What follows belongs to an exercise in optimizing a design on an open flow for small area, a short achievable clock period and few clock cycles; a production flow would make more cautious choices.
The RTL was checked by simulation tests, not by an equivalence proof against the original design.
Power figures rest on the tool's default switching activity, not on a simulated workload.

==> flow/design.v <==
module crc_ip
(
	output [31:0] HRDATA,
	output HREADYOUT,
	output HRESP,
	input [31:0] HWDATA,
	input [31:0] HADDR,
	input [ 2:0] HSIZE,
	input [ 1:0] HTRANS,
	input HWRITE,
	input HSElx,
	input HREADY,
	input HRESETn,
	input HCLK
);
wire [31:0] crc_poly_out;
wire [31:0] crc_out;
wire [31:0] crc_init_out;
wire [ 7:0] crc_idr_out;
wire buffer_full;
wire read_wait;
wire [31:0] bus_wr;
wire [ 1:0] crc_poly_size;
wire [ 1:0] bus_size;
wire [ 1:0] rev_in_type;
wire rev_out_type;
wire crc_init_en;
wire crc_idr_en;
wire crc_poly_en;
wire buffer_write_en;
wire reset_chain;
wire reset_pending;
host_interface HOST_INTERFACE
(
	.HRDATA          ( HRDATA          ),
	.HREADYOUT       ( HREADYOUT       ),
	.HRESP           ( HRESP           ),
	.bus_wr          ( bus_wr          ),
	.crc_poly_size   ( crc_poly_size   ),
	.bus_size        ( bus_size        ),
	.rev_in_type     ( rev_in_type     ),
	.rev_out_type    ( rev_out_type    ),
	.crc_init_en     ( crc_init_en     ),
	.crc_idr_en      ( crc_idr_en      ),
	.crc_poly_en     ( crc_poly_en     ),
	.buffer_write_en ( buffer_write_en ),
	.reset_chain     ( reset_chain     ),
	.reset_pending   ( reset_pending   ),
	.HWDATA          ( HWDATA          ),
	.HADDR           ( HADDR           ),
	.HSIZE           ( HSIZE           ),
	.HTRANS          ( HTRANS          ),
	.HWRITE          ( HWRITE          ),
	.HSElx           ( HSElx           ),
	.HREADY          ( HREADY          ),
	.HRESETn         ( HRESETn         ),
	.HCLK            ( HCLK            ),
	.crc_poly_out    ( crc_poly_out    ),
	.crc_out         ( crc_out         ),
	.crc_init_out    ( crc_init_out    ),
	.crc_idr_out     ( crc_idr_out     ),
	.buffer_full     ( buffer_full     ),
	.read_wait       ( read_wait       )
);
crc_unit CRC_UNIT
(
	.crc_poly_out    ( crc_poly_out    ),
	.crc_out         ( crc_out         ),
	.crc_init_out    ( crc_init_out    ),
	.crc_idr_out     ( crc_idr_out     ),
	.buffer_full     ( buffer_full     ),
	.read_wait       ( read_wait       ),
	.bus_wr          ( bus_wr          ),
	.crc_poly_size   ( crc_poly_size   ),
	.bus_size        ( bus_size        ),
	.rev_in_type     ( rev_in_type     ),
	.rev_out_type    ( rev_out_type    ),
	.crc_init_en     ( crc_init_en     ),
	.crc_idr_en      ( crc_idr_en      ),
	.crc_poly_en     ( crc_poly_en     ),
	.buffer_write_en ( buffer_write_en ),
	.reset_chain     ( reset_chain     ),
	.reset_pending   ( reset_pending   ),
	.clk             ( HCLK            ),
	.rst_n           ( HRESETn         )
);
endmodule
module host_interface
(
	output [31:0] HRDATA,
	output HREADYOUT,
	output HRESP,
	output [31:0] bus_wr,
	output [ 1:0] crc_poly_size,
	output [ 1:0] bus_size,
	output [ 1:0] rev_in_type,
	output rev_out_type,
	output crc_init_en,
	output crc_idr_en,
	output crc_poly_en,
	output buffer_write_en,
	output reset_chain,
	input [31:0] HWDATA,
	input [31:0] HADDR,
	input [ 2:0] HSIZE,
	input [ 1:0] HTRANS,
	input HWRITE,
	input HSElx,
	input HREADY,
	input HRESETn,
	input HCLK,
	input [31:0] crc_poly_out,
	input [31:0] crc_out,
	input [31:0] crc_init_out,
	input [ 7:0] crc_idr_out,
	input buffer_full,
	input reset_pending,
	input read_wait
);
localparam RESET_CRC_CR = 6'h00;
localparam CRC_DR   = 3'h0;
localparam CRC_IDR  = 3'h1;
localparam CRC_CR   = 3'h2;
localparam CRC_INIT = 3'h4;
localparam CRC_POL  = 3'h5;
localparam IDLE    = 2'b00;
localparam BUSY    = 2'b01;
localparam NON_SEQ = 2'b10;
localparam SEQ     = 2'b11;
localparam OK    = 1'b0;
localparam ERROR = 1'b1;
reg [2:0] haddr_pp;
reg [2:0] hsize_pp;
reg [1:0] htrans_pp;
reg hwrite_pp;
reg hselx_pp;
reg [4:0] crc_cr_ff;
wire [31:0] crc_cr_rd;
wire crc_dr_sel;
wire crc_init_sel;
wire crc_idr_sel;
wire crc_poly_sel;
wire crc_cr_sel;
wire ahb_enable;
wire write_en;
wire read_en;
wire crc_cr_en;
wire sample_bus;
wire buffer_read_en;
always @(posedge HCLK)
	begin
		if(!HRESETn)
			begin
				hselx_pp <= 1'b0;
			end
		else
			if(sample_bus)
				begin
					haddr_pp  <= HADDR[4:2];
					hsize_pp  <= HSIZE;
					htrans_pp <= HTRANS;
					hwrite_pp <= HWRITE;
					hselx_pp  <= HSElx;
				end
	end
assign ahb_enable = (htrans_pp == NON_SEQ);
assign write_en = hselx_pp &&  hwrite_pp && ahb_enable;
assign read_en  = hselx_pp && !hwrite_pp && ahb_enable;
assign crc_dr_sel   = (haddr_pp == CRC_DR  );
assign crc_init_sel = (haddr_pp == CRC_INIT);
assign crc_idr_sel  = (haddr_pp == CRC_IDR );
assign crc_poly_sel = (haddr_pp == CRC_POL );
assign crc_cr_sel   = (haddr_pp == CRC_CR  );
assign buffer_write_en = crc_dr_sel   && write_en;
assign crc_init_en     = crc_init_sel && write_en;
assign crc_idr_en      = crc_idr_sel  && write_en;
assign crc_poly_en     = crc_poly_sel && write_en;
assign crc_cr_en       = crc_cr_sel   && write_en;
assign buffer_read_en = crc_dr_sel && read_en;
assign bus_size = hsize_pp;
assign bus_wr = HWDATA;
assign HREADYOUT = !((buffer_write_en && buffer_full   ) ||
                     (buffer_read_en  && read_wait     ) ||
                     (crc_init_en     && reset_pending ) );
assign sample_bus = HREADYOUT && HREADY;
assign HRESP = OK;
assign crc_cr_rd = {24'h0, crc_cr_ff[4:0], 3'h0};
assign HRDATA = ({32{crc_dr_sel  }} & crc_out             ) |
                ({32{crc_init_sel}} & crc_init_out        ) |
                ({32{crc_idr_sel }} & {24'h0, crc_idr_out}) |
                ({32{crc_poly_sel}} & crc_poly_out        ) |
                ({32{crc_cr_sel  }} & crc_cr_rd           ) ;
always @(posedge HCLK)
	begin
		if(!HRESETn)
			crc_cr_ff <= RESET_CRC_CR;
		else
			if(crc_cr_en)
				crc_cr_ff <= {HWDATA[7], HWDATA[6:5], HWDATA[4:3]};
	end
assign reset_chain   = (crc_cr_en && HWDATA[0]);
assign crc_poly_size = crc_cr_ff[1:0];
assign rev_in_type   = crc_cr_ff[3:2];
assign rev_out_type  = crc_cr_ff[4];
endmodule
module crc_unit
(
 output [31:0] crc_poly_out,
 output [31:0] crc_out,
 output [31:0] crc_init_out,
 output [7:0] crc_idr_out,
 output buffer_full,
 output read_wait,
 output reset_pending,
 input [31:0] bus_wr,
 input [ 1:0] crc_poly_size,
 input [ 1:0] bus_size,
 input [ 1:0] rev_in_type,
 input rev_out_type,
 input crc_init_en,
 input crc_idr_en,
 input crc_poly_en,
 input buffer_write_en,
 input reset_chain,
 input clk,
 input rst_n
);
wire [ 1:0] size_in;
wire [ 1:0] byte_sel;
wire clear_crc_init;
wire set_crc_init;
wire bypass_byte0;
wire bypass_size;
wire crc_out_en;
wire byte_en;
wire buffer_en;
assign buffer_en = buffer_write_en && !buffer_full;
crc_datapath DATAPATH
(
 .crc_out            ( crc_out        ),
 .size_out           ( size_in        ),
 .crc_idr_out        ( crc_idr_out    ),
 .crc_poly_out       ( crc_poly_out   ),
 .crc_init_out       ( crc_init_out   ),
 .bus_wr             ( bus_wr         ), 
 .rev_in_type        ( rev_in_type    ),
 .rev_out_type       ( rev_out_type   ),
 .buffer_en          ( buffer_en      ),
 .byte_en            ( byte_en        ),
 .crc_init_en        ( crc_init_en    ),
 .crc_out_en         ( crc_out_en     ),
 .crc_idr_en         ( crc_idr_en     ),
 .crc_poly_en        ( crc_poly_en    ),
 .buffer_rst         ( clear_crc_init ),
 .bypass_byte0       ( bypass_byte0   ),
 .bypass_size        ( bypass_size    ),
 .byte_sel           ( byte_sel       ),
 .size_in            ( bus_size       ),
 .clear_crc_init_sel ( clear_crc_init ),
 .set_crc_init_sel   ( set_crc_init   ),
 .crc_poly_size      ( crc_poly_size  ),
 .clk                ( clk            ),
 .rst_n              ( rst_n          )
);
crc_control_unit CONTROL_UNIT
(
 .byte_en            ( byte_en          ),
 .crc_out_en         ( crc_out_en       ),
 .byte_sel           ( byte_sel         ),
 .bypass_byte0       ( bypass_byte0     ),
 .buffer_full        ( buffer_full      ),
 .read_wait          ( read_wait        ),
 .bypass_size        ( bypass_size      ),
 .set_crc_init_sel   ( set_crc_init     ),
 .clear_crc_init_sel ( clear_crc_init   ),
 .size_in            ( size_in          ),
 .write              ( buffer_write_en  ),
 .reset_chain        ( reset_chain      ),
 .reset_pending      ( reset_pending    ),
 .clk                ( clk              ),
 .rst_n              ( rst_n            )
);
endmodule
module crc_datapath
(
 output [31:0] crc_out,
 output [ 1:0] size_out,
 output [ 7:0] crc_idr_out,
 output [31:0] crc_poly_out,
 output [31:0] crc_init_out,
 input [31:0] bus_wr,  
 input [ 1:0] rev_in_type,  
 input rev_out_type,
 input buffer_en,
 input byte_en,
 input crc_init_en,
 input crc_out_en,
 input crc_idr_en,
 input crc_poly_en,
 input buffer_rst,
 input bypass_byte0,
 input bypass_size,
 input [1:0] byte_sel,
 input [1:0] size_in,
 input clear_crc_init_sel,
 input set_crc_init_sel,
 input [1:0] crc_poly_size,
 input clk,
 input rst_n
);
localparam RESET_BUFFER       = 32'hffffffff;
localparam RESET_BYTE         = 32'hffffffff;
localparam RESET_BF_SIZE      = 2'b10;
localparam RESET_SIZE         = 2'b10;
localparam RESET_CRC_INIT_SEL = 1'b0;
localparam RESET_CRC_INIT     = 32'hffffffff;
localparam RESET_CRC_OUT      = 32'h0;
localparam RESET_CRC_IDR      = 8'h0;
localparam RESET_CRC_POLY     = 32'h04c11db7;
localparam BYTE_0 = 2'b00; 
localparam BYTE_1 = 2'b01; 
localparam BYTE_2 = 2'b10; 
localparam BYTE_3 = 2'b11; 
localparam POLY_SIZE_32 = 2'b00;
localparam POLY_SIZE_16 = 2'b01;
localparam POLY_SIZE_8  = 2'b10;
localparam POLY_SIZE_7  = 2'b11;
reg [31:0] buffer_ff;
reg [31:0] byte_ff;
reg [31:0] crc_init_ff;
reg [31:0] crc_out_ff;
reg [31:0] crc_poly_ff;
reg [ 7:0] crc_idr_ff;
reg [ 1:0] bf_size_ff;
reg [ 1:0] size_ff;
reg crc_init_sel_ff;
reg [7:0] crc_data_in;
reg crc_poly_size_7; 
reg crc_poly_size_8; 
reg crc_poly_size_16;
reg crc_poly_size_32;
wire [31:0] bus_reversed;
wire [31:0] crc_init_mux;
wire [31:0] crc_unit_out;
wire [31:0] crc_poly_size_in;
wire [31:0] crc_out_rev;
wire [ 7:0] byte0_in;
wire [ 7:0] byte1_in;
wire [ 7:0] byte2_in;
wire [ 7:0] byte3_in;
wire [ 7:0] byte0_mux_out;
bit_reversal 
#(
 .DATA_SIZE ( 32 )
)REV_IN
(
 .data_out ( bus_reversed    ),
 .data_in  ( bus_wr          ),
 .rev_type ( rev_in_type     )
);
always @(posedge clk)
 begin
  if(!rst_n)
   begin
    buffer_ff  <= RESET_BUFFER; 
    byte_ff    <= RESET_BYTE; 
   end 
  else
   begin
    if(buffer_en)
     buffer_ff <= bus_reversed;
    if(byte_en)
     byte_ff <= buffer_ff;
   end
 end
always @(posedge clk)
 begin
  if(!rst_n)
   begin
    bf_size_ff <= RESET_BF_SIZE;
    size_ff    <= RESET_SIZE;
   end 
  else
   begin
    if(buffer_en)
     bf_size_ff <= size_in;
    else
     if(buffer_rst)
      bf_size_ff <= RESET_BF_SIZE;
    if(byte_en)
     size_ff <= bf_size_ff;
   end
 end
assign size_out = (bypass_size) ? bf_size_ff : size_ff;
assign byte0_in = byte_ff[ 7: 0];
assign byte1_in = byte_ff[15: 8];
assign byte2_in = byte_ff[23:16];
assign byte3_in = byte_ff[31:24];
assign byte0_mux_out = (bypass_byte0) ? buffer_ff[7:0] : byte0_in;
always @(*)
 begin
  crc_data_in = 32'h0;
  case(byte_sel)
   BYTE_0: crc_data_in = byte0_mux_out;
   BYTE_1: crc_data_in = byte1_in;
   BYTE_2: crc_data_in = byte2_in;
   BYTE_3: crc_data_in = byte3_in;
   default:crc_data_in = 32'h0;
  endcase
 end
always @(posedge clk)
 begin
  if(!rst_n)
   crc_init_sel_ff <= RESET_CRC_INIT_SEL;
  else
   begin
    if(clear_crc_init_sel)
     crc_init_sel_ff <= 1'b0;
    else
     if(set_crc_init_sel)
      crc_init_sel_ff <= 1'b1;
   end
 end
assign crc_init_out = crc_init_ff;
always @(posedge clk)
 begin
  if(!rst_n)
   crc_init_ff <= RESET_CRC_INIT;
  else
   if(crc_init_en) 
    crc_init_ff <= bus_wr;
	 else
	   if(buffer_rst)
			 crc_init_ff <= RESET_CRC_INIT;
 end
always @(posedge clk)
 begin
  if(!rst_n)
   crc_out_ff <= RESET_CRC_OUT;
  else
   if(crc_out_en) 
    crc_out_ff <= crc_unit_out;
 end
assign crc_idr_out = crc_idr_ff;
always @(posedge clk)
 begin
  if(!rst_n)
   crc_idr_ff <= RESET_CRC_IDR;
  else
   if(crc_idr_en) 
    crc_idr_ff <= bus_wr[7:0];
 end
assign crc_poly_out = crc_poly_ff;
always @(posedge clk)
 begin
  if(!rst_n)
   crc_poly_ff <= RESET_CRC_POLY;
  else
   if(crc_poly_en) 
    crc_poly_ff <= bus_wr;
 end
assign crc_init_mux = (crc_init_sel_ff) ? crc_out_ff : crc_init_ff;
always @(*)
 begin
  crc_poly_size_7  = 1'b0;
  crc_poly_size_8  = 1'b0;
  crc_poly_size_16 = 1'b0;
  crc_poly_size_32 = 1'b0;
  case(crc_poly_size)
   POLY_SIZE_7 : crc_poly_size_7  = 1'b1;
   POLY_SIZE_8 : crc_poly_size_8  = 1'b1;
   POLY_SIZE_16: crc_poly_size_16 = 1'b1;
   POLY_SIZE_32: crc_poly_size_32 = 1'b1;
  endcase
 end
assign crc_poly_size_in = {crc_poly_size_32, 15'h0, crc_poly_size_16, 7'h0, crc_poly_size_8, crc_poly_size_7, 6'h0};
crc_parallel
#(
 .CRC_SIZE   ( 32 ),
 .FRAME_SIZE ( 8  )
)CRC_UNIT
(
 .crc_out       ( crc_unit_out     ),
 .data_in       ( crc_data_in      ),
 .crc_init      ( crc_init_mux     ),
 .crc_poly      ( crc_poly_ff      ),
 .crc_poly_size ( crc_poly_size_in )
);
generate
 genvar i;
 for(i = 0; i < 32; i = i + 1)
  assign crc_out_rev[i] = crc_out_ff[31 - i];
endgenerate
assign crc_out = (rev_out_type) ? crc_out_rev : crc_out_ff;
endmodule
module crc_control_unit
(
 output reg [1:0] byte_sel,
 output bypass_byte0,
 output buffer_full,
 output read_wait,
 output bypass_size,
 output set_crc_init_sel,
 output clear_crc_init_sel,
 output crc_out_en,
 output byte_en,
 output reset_pending,
 input [1:0] size_in,
 input write,
 input reset_chain,
 input clk,
 input rst_n
);
localparam EMPTY   = 2'b00;
localparam WRITE_1 = 2'b01;
localparam WRITE_2 = 2'b10;
localparam BYPASS  = 2'b11;
localparam IDLE   = 3'b100;
localparam BYTE_0 = 3'b000;
localparam BYTE_1 = 3'b001;
localparam BYTE_2 = 3'b010;
localparam BYTE_3 = 3'b011;
localparam NO_RESET = 3'b000;
localparam RESET    = 3'b001;
localparam WAIT     = 3'b010;
localparam WRITE    = 3'b011;
localparam RESET_2  = 3'b100;
localparam BYTE      = 2'b00;
localparam HALF_WORD = 2'b01;
localparam WORD      = 2'b10;
reg [1:0] state_full;
reg [2:0] state_byte;
reg [2:0] state_reset;
reg [1:0] next_state_full;
reg [2:0] next_state_byte;
reg [2:0] next_state_reset;
wire last_byte;
wire has_data;
always @(posedge clk)
 begin
  if(!rst_n)
   state_full <= EMPTY;
  else
   state_full <= next_state_full;
 end
assign last_byte = (size_in == BYTE      && state_byte == BYTE_0) ||
                   (size_in == HALF_WORD && state_byte == BYTE_1) ||
                   (size_in == WORD      && state_byte == BYTE_3) ;
always @(*)
 begin
  next_state_full = state_full;
  case(state_full)
   EMPTY  : next_state_full = (write) ? WRITE_1 : EMPTY;
   WRITE_1: 
    begin
     if(last_byte)
      begin
       if(!write)
        next_state_full = EMPTY;
      end
     else
      begin
       if(write)
        next_state_full = WRITE_2;
      end
    end
   WRITE_2:
    begin
     if(last_byte)
      next_state_full = (write) ? BYPASS : WRITE_1;
    end
   BYPASS :
    begin
     if(last_byte && !write)
      next_state_full = WRITE_1;
    end
  endcase
 end
assign buffer_full = (state_full == WRITE_2 && !last_byte) ||
                     (state_full == BYPASS  && !last_byte);
assign read_wait = (state_byte != IDLE);
assign bypass_byte0 = (state_full != BYPASS); 
assign has_data = (state_full == WRITE_2) ||
                  (state_full == BYPASS ) ;
always @(posedge clk)
 begin
  if(!rst_n)
   state_byte <= IDLE;
  else
   state_byte <= next_state_byte;
 end
always @(*)
 begin
  next_state_byte = state_byte;
  case(state_byte)
   IDLE: next_state_byte = (write) ? BYTE_0 : IDLE;
   BYTE_0:
    begin
     if(size_in == BYTE)
      begin
       if(!write && !has_data)
        next_state_byte = IDLE;
      end
     else
      begin
       next_state_byte = BYTE_1;
      end
    end
   BYTE_1:
    begin
     if(size_in == HALF_WORD)
      begin
       if(has_data || (write && !buffer_full))
        next_state_byte = BYTE_0;
       else
        next_state_byte = IDLE;
      end
     else
      begin
       next_state_byte = BYTE_2;
      end
    end
   BYTE_2:
    begin
     next_state_byte = BYTE_3;
    end
   BYTE_3:
    begin
     if(has_data || (write && !buffer_full))
      next_state_byte = BYTE_0;
     else
      next_state_byte = IDLE;
    end
  endcase
 end
always @(*)
 begin
  byte_sel = 2'b00;
  case(state_byte)
   BYTE_0: byte_sel = BYTE_0;
   BYTE_1: byte_sel = BYTE_1;
   BYTE_2: byte_sel = BYTE_2;
   BYTE_3: byte_sel = BYTE_3;
  endcase
 end
assign bypass_size = !( (state_full != BYPASS && state_byte != BYTE_0) ||
                        (state_full == BYPASS)
                      );
assign crc_out_en = (state_byte != IDLE);
assign byte_en = (state_byte == BYTE_0 && (size_in == HALF_WORD || size_in == WORD) && state_full != BYPASS) ||
                 (last_byte && has_data);
always @(posedge clk)
 begin
  if(!rst_n)
   state_reset <= NO_RESET;
  else
   state_reset <= next_state_reset;
 end
always @(*)
 begin
  next_state_reset = state_reset;
  case(state_reset)
   NO_RESET:
    begin
     if((reset_chain && !has_data && state_byte != IDLE && !last_byte) || (reset_chain && has_data && last_byte))
      next_state_reset = RESET;
     if(reset_chain  && has_data && !last_byte)
      next_state_reset = WAIT;
    end
   RESET:
    begin
     if(last_byte)
      next_state_reset = NO_RESET;
     else
      next_state_reset = (write) ? WRITE : RESET;
    end
   WAIT:
    begin
     if(last_byte)
      next_state_reset = (write) ? WRITE : RESET;
     else
      next_state_reset = WAIT;
    end
   WRITE:
    begin
     if(reset_chain)
      next_state_reset = (last_byte) ? RESET : RESET_2;
     else
      next_state_reset = (last_byte) ? NO_RESET : WRITE;
    end
   RESET_2:
    begin
     if(last_byte)
      next_state_reset = (write) ? WRITE : RESET;
     else
      next_state_reset = RESET_2;
    end
  endcase
 end
assign set_crc_init_sel = (state_byte == BYTE_0);
assign clear_crc_init_sel = (state_reset == NO_RESET && last_byte && reset_chain) ||
                            (state_byte  == IDLE     && reset_chain             ) ||
                            (state_reset == RESET    && last_byte               ) ||
                            (state_reset == WRITE    && last_byte               ) ||
                            (state_reset == RESET_2  && last_byte               ) ;
assign reset_pending = (state_reset != NO_RESET);
endmodule
module crc_parallel
#(
	parameter CRC_SIZE      = 8,          
	parameter FRAME_SIZE    = 8           
)(
	output [CRC_SIZE   - 1 : 0] crc_out,
	input  [FRAME_SIZE - 1 : 0] data_in,
	input  [CRC_SIZE   - 1 : 0] crc_init,
	input  [CRC_SIZE   - 1 : 0] crc_poly,
	input  [CRC_SIZE   - 1 : 0] crc_poly_size
);
localparam ENABLE  = {CRC_SIZE{1'b1}};
localparam DISABLE = {CRC_SIZE{1'b0}};
wire [CRC_SIZE - 1 : 0] crc_comb_out[0 : FRAME_SIZE];
wire [CRC_SIZE - 1 : 0] poly_sel    [1 : CRC_SIZE - 1];
wire [CRC_SIZE - 1 : 0] sel_out     [0 : CRC_SIZE - 1];
wire [CRC_SIZE - 1 : 0] crc_init_sel[0 : CRC_SIZE - 1];
wire [CRC_SIZE - 1 : 0] poly_mux;
wire [CRC_SIZE - 1 : 0] crc_poly_size_reversed;
wire [CRC_SIZE - 1 : 0] crc_init_justified;
assign poly_mux[0] = crc_poly[0];
generate
  genvar k;
	for(k = 1; k < CRC_SIZE; k = k + 1)
		begin
			assign poly_sel[CRC_SIZE - k] = crc_poly_size >> (k - 1);
			assign poly_mux[k] = |(crc_poly & poly_sel[k]);
		end
endgenerate
generate
	genvar l;
	for(l = 0; l < CRC_SIZE; l = l + 1)
		begin
			assign crc_poly_size_reversed[l] = crc_poly_size[CRC_SIZE - 1 - l];
			assign sel_out[l] = crc_poly_size_reversed << l;
			assign crc_out[l] = |(sel_out[l] & crc_comb_out[FRAME_SIZE]);
		end
endgenerate
generate
	genvar m;
	for(m = CRC_SIZE - 1; m >= 0; m = m - 1)
		begin
			assign crc_init_sel[m] = crc_poly_size >> (CRC_SIZE - 1 - m);
			assign crc_init_justified[m] = |(crc_init & crc_init_sel[m]);
		end
endgenerate
assign crc_comb_out[0] = crc_init_justified;
generate
	genvar i;
	for(i = 0; i < FRAME_SIZE; i = i + 1)
		begin
			crc_comb 
			#(
				.CRC_SIZE      ( CRC_SIZE      ),
				.MASK          ( ENABLE        )
			) CRC_COMB
			(
				.crc_out       ( crc_comb_out[i + 1]           ),
				.data_in       ( data_in[FRAME_SIZE - 1 - i]   ),
				.crc_in        ( crc_comb_out[i]               ),
				.crc_poly      ( poly_mux                      ),
				.crc_poly_size ( crc_poly_size[CRC_SIZE - 2:0] )
			);
		end
endgenerate
endmodule
module crc_comb
#(
	parameter CRC_SIZE      = 8,          
 	parameter MASK          = 8'hff       
)(
	output [CRC_SIZE - 1 : 0] crc_out,    
	input                    data_in,     
	input [CRC_SIZE - 1 : 0] crc_in,      
	input [CRC_SIZE - 1 : 0] crc_poly,    
  input [CRC_SIZE - 2 : 0] crc_poly_size
);
wire [CRC_SIZE - 2 : 0] MASK_REVERSED;
wire [CRC_SIZE - 1 : 0] feedback;
wire [CRC_SIZE - 2 : 0] crc_in_masked;
wire [CRC_SIZE - 2 : 0] crc_poly_size_reversed;
generate
  genvar i;
  for(i = 0; i < CRC_SIZE - 1; i = i + 1)
    begin
			assign crc_poly_size_reversed[i] = crc_poly_size[CRC_SIZE - 2 - i];
   		assign MASK_REVERSED[i] = MASK[CRC_SIZE - 2 - i]; 
		end
endgenerate
assign feedback = crc_poly & {CRC_SIZE{crc_in[CRC_SIZE - 1] ^ data_in}};
assign crc_in_masked = crc_in[CRC_SIZE - 2 : 0] & (~(crc_poly_size_reversed[CRC_SIZE - 2 : 0] & MASK_REVERSED)); 
assign crc_out = {crc_in_masked ^ feedback[CRC_SIZE - 1 : 1], feedback[0]}; 
endmodule
module bit_reversal
#(
	parameter DATA_SIZE = 32
)
(
	output [DATA_SIZE - 1 : 0] data_out,
	input  [DATA_SIZE - 1 : 0] data_in,
	input  [1 : 0] rev_type
);
localparam NO_REVERSE = 2'b00; 
localparam BYTE       = 2'b01;
localparam HALF_WORD  = 2'b10;
localparam WORD       = 2'b11;
localparam TYPES = 4;
wire [DATA_SIZE - 1 : 0] data_reversed[0 : 3];
assign data_reversed[NO_REVERSE] = data_in;  
generate
	genvar i, rtype;
	for(rtype = 1 ; rtype < TYPES; rtype = rtype + 1)
		for(i = 0; i < DATA_SIZE; i = i + 1)
			begin
				if(i < ((DATA_SIZE/4) * (2 ** (rtype - 1))))
					assign data_reversed[rtype][i] = data_in[((DATA_SIZE/4) * (2 ** (rtype - 1)))*((i/((DATA_SIZE/4) * (2 ** (rtype - 1)))) + 1) - 1 - i];
				else
					assign data_reversed[rtype][i] = data_in[((DATA_SIZE/4) * (2 ** (rtype - 1)))*((i/((DATA_SIZE/4) * (2 ** (rtype - 1)))) + 1) - 1 - (i%(((DATA_SIZE/4) * (2 ** (rtype - 1)))*(i/((DATA_SIZE/4) * (2 ** (rtype - 1))))))];
			end
endgenerate
assign data_out = data_reversed[rev_type];
endmodule
==> flow/run.sh <==
#!/bin/bash
# synth_recipe.tcl (not shown) runs the flow's synth.tcl, then flattens the netlist and writes it again
# the make line also repeats each setting of config.mk as NAME=value (left out here)
make -C /OpenROAD-flow-scripts/flow DESIGN_CONFIG=/design/flow/config.mk WORK_HOME=/design/flow/orfs CLKGATE_MAP_FILE= SYNTH_SCRIPT=/design/flow/synth_recipe.tcl finish
==> flow/config.mk <==
export PLATFORM = sky130hd
export DESIGN_NAME = crc_ip
export DESIGN_NICKNAME = crc_ip
export VERILOG_FILES = /design/flow/design.v
export SDC_FILE = /design/flow/constraint.sdc
export NUM_CORES = 4
export LEC_CHECK = 0
export CAP_MARGIN = 20
export CORE_MARGIN = 2
export CORE_UTILIZATION = 40
export SLEW_MARGIN = 20
==> flow/constraint.sdc <==
create_clock -name core_clock -period 10.0 [get_ports {HCLK}]
set_input_delay 2.0000 -clock core_clock [delete_from_list [all_inputs] [get_ports {HCLK}]]
set_output_delay 2.0000 -clock core_clock [all_outputs]
set_load 0.01 [all_outputs]
==> run summary <==
flip-flops by register name, indices dropped and copies added, names as in the netlist, 2 cells and up:
signal / cells
CRC_UNIT.DATAPATH.buffer_ff: 32
CRC_UNIT.DATAPATH.byte_ff: 32
CRC_UNIT.DATAPATH.crc_init_ff: 32
CRC_UNIT.DATAPATH.crc_out_ff: 32
CRC_UNIT.DATAPATH.crc_poly_ff: 32
CRC_UNIT.DATAPATH.crc_idr_ff: 8
HOST_INTERFACE.crc_cr_ff: 5
CRC_UNIT.CONTROL_UNIT.state_byte: 3
CRC_UNIT.CONTROL_UNIT.state_reset: 3
HOST_INTERFACE.haddr_pp: 3
CRC_UNIT.CONTROL_UNIT.state_full: 2
CRC_UNIT.DATAPATH.bf_size_ff: 2
CRC_UNIT.DATAPATH.size_ff: 2
HOST_INTERFACE.hsize_pp: 2
HOST_INTERFACE.htrans_pp: 2
per-layer routing:
metal  share of wire  vias up  global-route usage
met5          0.0012        -              0.0131
met4           0.042        2               0.114
met3           0.098      167              0.0488
met2            0.45      902               0.444
met1            0.40     7508               0.366
li1                -     7181                   -
cell usage in the layout, fill, tap and decap left out, types with 24 or more instances in the layout:
cell type,instances
nand2_1,451
nor2_1,198
dfxtp_1,182
xnor2_1,182
a21oi_1,117
nand3_1,112
mux2i_1,104
o21ai_0,79
clkdlybuf4s50_1,75
nor3_1,63
mux4_2,51
buf_4,45
mux2_2,24
final timing paths:
kind / start / end / slack, ps / cells past startpoint
worst max-delay path: HOST_INTERFACE.crc_cr_ff[0] / CRC_UNIT.DATAPATH.crc_out_ff[3] / 2350 / 18
worst min-delay path: CRC_UNIT.DATAPATH.size_ff[0] / CRC_UNIT.DATAPATH.size_ff[0] / 460 / 2
worst max register to register: HOST_INTERFACE.crc_cr_ff[0] / CRC_UNIT.DATAPATH.crc_out_ff[3] / 2350 / 18
worst min register to register: CRC_UNIT.DATAPATH.size_ff[0] / CRC_UNIT.DATAPATH.size_ff[0] / 460 / 2
power by group through the flow:
stage	Combinational [µW]	Clock, µW	Sequential, µW
after floorplan	123	0	810
after global placement	181	0	823
after detailed placement	184	0	823
after CTS	184	722	805
after global routing	202	749	808
final	189	717	806
worst register-to-register path, stage by stage, from the launching register on:
cell and delay (ps):
dfxtp_2 820, buf_4 480, mux4_2 390, mux2i_4 320, a21boi_4 340, o22ai_1 160, a2111oi_1 620, o31ai_1 260
nand2_2 660, o21ai_2 180, a211oi_2 610, o21ai_1 200, a211oi_1 480, o31a_1 850, buf_4 310, o21ai_1 80
xnor2_1 220, a2111oi_0 450, nor3_1 120
metrics by stage:
stage	std cells	instance area, µm²
6_report	2582	17700
5_1_grt	2582	17700
4_1_cts	2581	17700
3_5_place_dp	2549	17100
3_3_place_gp	2549	17100
2_1_floorplan	2089	16100
cells by family (layout without fill, tap and decap cells):
group,after synthesis,count (layout),share of synthesized area
AOI/OAI and AO/OA,391,391,0.163
buffers and inverters,198,166,0.0518
muxes,186,186,0.160
adders and majority gates,5,5,0.00388
and+or+nand+nor,893,893,0.238
DFF,195,195,0.247
xor gates and xnor gates,220,220,0.135
other,1,1,0.000233
final cells by class:
| class | instances | share of cell area |
|---|---|---|
| Clock buffer | 19 | 0.0250 |
| Clock inverter | 13 | 0.00945 |
| Inverter | 13 | 0.00275 |
| Sequential cell | 195 | 0.225 |
| Tap cell | 525 | 0.0370 |
| Multi-Input combinational cell | 1696 | 0.639 |
| Timing Repair Buffer | 121 | 0.0620 |
==> results by group <==
Place
  – Buffers added on ports: 76
  – Post-Place Setup Slack: 2480 ps
  – Dpl hpwl: 40.6 mm
  – Global placement routability congestion: roughly 0.94

Synthesis
  – Yosys reg bits: just under 200
  – Synth top area share: 0.232
  – Unique masters post-synth: 108
  – Most frequent cells after synthesis: 452 x nand2_1, 198 x nor2_1, 187 x dfxtp_1
  – Cell taking the most area after synthesis: dfxtp_1
  – EDFF count, synth: 8
  – Ys async rst share: 0
  – Ys Warns: 5
  – Synth area leaders: dfxtp_1 23%, nand2_1 11%, xnor2_1 9.9%, mux4_2 7.1%, mux2i_1 6.6%
  – Sequential area share after synthesis: 0.247
  – Post-Synthesis Cells: 2089
  – Main synth FF type: dfxtp_1
  – Mean Syn Cell Area: approximately 7.7 µm²
  – Synth Net Count: 2168
  – Post-Syn Area: 16100 µm²
  – Top-count cell post-synth: nand2_1

Timing
  – Final setup violation count: 0
  – Final hold violation count: 0
  – Setup ws final: between 2000 and 2500 ps
  – Rel. slew slack: 0.266
  – Clock Skew: 16.5 ps
  – Smallest hold slack: 457 ps
  – Fin. max-slew vios: 0
  – Fmax: about 130 MHz
  – Tcrit/Tclk final: 0.765
  – Worst-margin pin slew: between 1000 and 1500 ps
  – RSZ-0062 raised after global routing: false
  – Post-route minimum period: 7650 ps
  – Setup TNS: 0 ps

Cells and area
  – N_diodes: 0
  – Nets: 2123
  – Ratio of cells with drive above 1 in the final layout: 0.105
  – Fin util: 0.447
  – Multi-input logic area: approximately 11000 µm²
  – Register Area: ~4000 µm²
  – P&R area growth vs syn: 10.1%
  – Fillers: around 4.0k

Global route
  – Initial antenna violation count: 1
  – GRT Util Overall: 0.277
  – Pin count of the biggest net entering global routing: 92
  – First-pass GRT wire length: 89.2 mm
  – GRT overflow: 0
  – Vias in the first global route: ~15k

Clocking
  – CTS buffer count: 17
  – Worst skew pair latency: around 460 ps
  – Clock transition at path regs: ~90 ps
  – Clock Sink Count: 195
  – Max Root-Sink Buffers: 2
  – H-tree levels: 4
  – Post-cts hold buffer count: 0
  – CTS tree: done
  – Post-CTS setup buffer count: 0
  – Clk root buf: clkbuf_16
  – # resized after CTS: 0

Min path
  – Hold Crit Class: register to register

Die
  – DIE HEIGHT: a little over 200 µm
  – DIE AREA: ~42000 µm²
  – IO Pins: roughly 110
  – Initial Util: 0.405
  – Die span in x: ~200 µm
  – Core area: between 30000 and 40000 µm²
  – FP Rows: 73

Pwr
  – Power Dens Cells: approximately 96 nW/µm²
  – Leakage: 0.00601 µW
  – Psw: 475 µW
  – Combinational share of power: 0.110
  – Worst-case vdd ir drop: between 100 and 150 µV
  – Sw frac: 0.278
  – Tot Pwr: 1710 µW
  – Power share of the sequential group: 0.471
  – Clock power frac: 0.419
  – Cell internal pwr: 1240 µW

Detailed routing
  – Remaining DRCs: 0
  – Via count: 15.8k
  – Final wirelength: between 50 and 60 mm
  – Wire length per cell: between 20 and 25 µm
  – Detailed Routing Iterations Pass 1: 6
  – ANT nets after route: 0
  – Initial DRC Count: approximately 2k
  – Via/cell ratio: between 6 and 7

Setup path
  – WP buf/inv: 2
  – CP peak stage delay: between 800 and 900 ps
  – Critical Setup Path Class: register to register
  – CP Launch Type: register
  – CP delay by family, top: compound AO/OA/AOI/OAI gates
  – Crit-path cells: buf_4 -> mux4_2 -> mux2i_4 -> a21boi_4 -> o22ai_1 -> a2111oi_1 -> o31ai_1 -> nand2_2 -> o21ai_2 -> a211oi_2 -> o21ai_1 -> a211oi_1 -> o31a_1 -> buf_4 -> o21ai_1 -> xnor2_1 -> a2111oi_0 -> nor3_1
  – Worst Path Arrival: 7980 ps
  – Slowest cell on the critical path: o31a_1
  – CP max FO: 36
  – Critical Path RT: 10330 ps
  – Worst setup EP type: register

Job
  – Max-cap check violation count: 0

Status
  – Status: finished clean
Testbench counts, summed over its fixed seeds: cycles 26,042.

static timing again, ports no longer ideal:
The flow's constraints put no driver on any port. The routed layout listed below was extracted and timed again, unchanged, in two steps. Step 1 sets driving cells, clkbuf_16 on the clock port and buf_2 on the other inputs (assumed; they add their load-dependent delay and slew). Step 2, shift: input delay + t, output delay - t, t = (earliest + latest rising clock arrival at the registers) / 2. This alone moves slack from input paths to output paths. Three values: ideal, step 1, step 2; two values: the first two.
shift t [ns]: 0.493
setup slack, ns: 2.350 / 2.350 / 2.350
worst slew at a driven data input, ns: 0.06
After both steps setup and hold are still met in this run. The setup slack of this run moves by 0.000 ns with the drivers and by 0.000 ns with both steps.
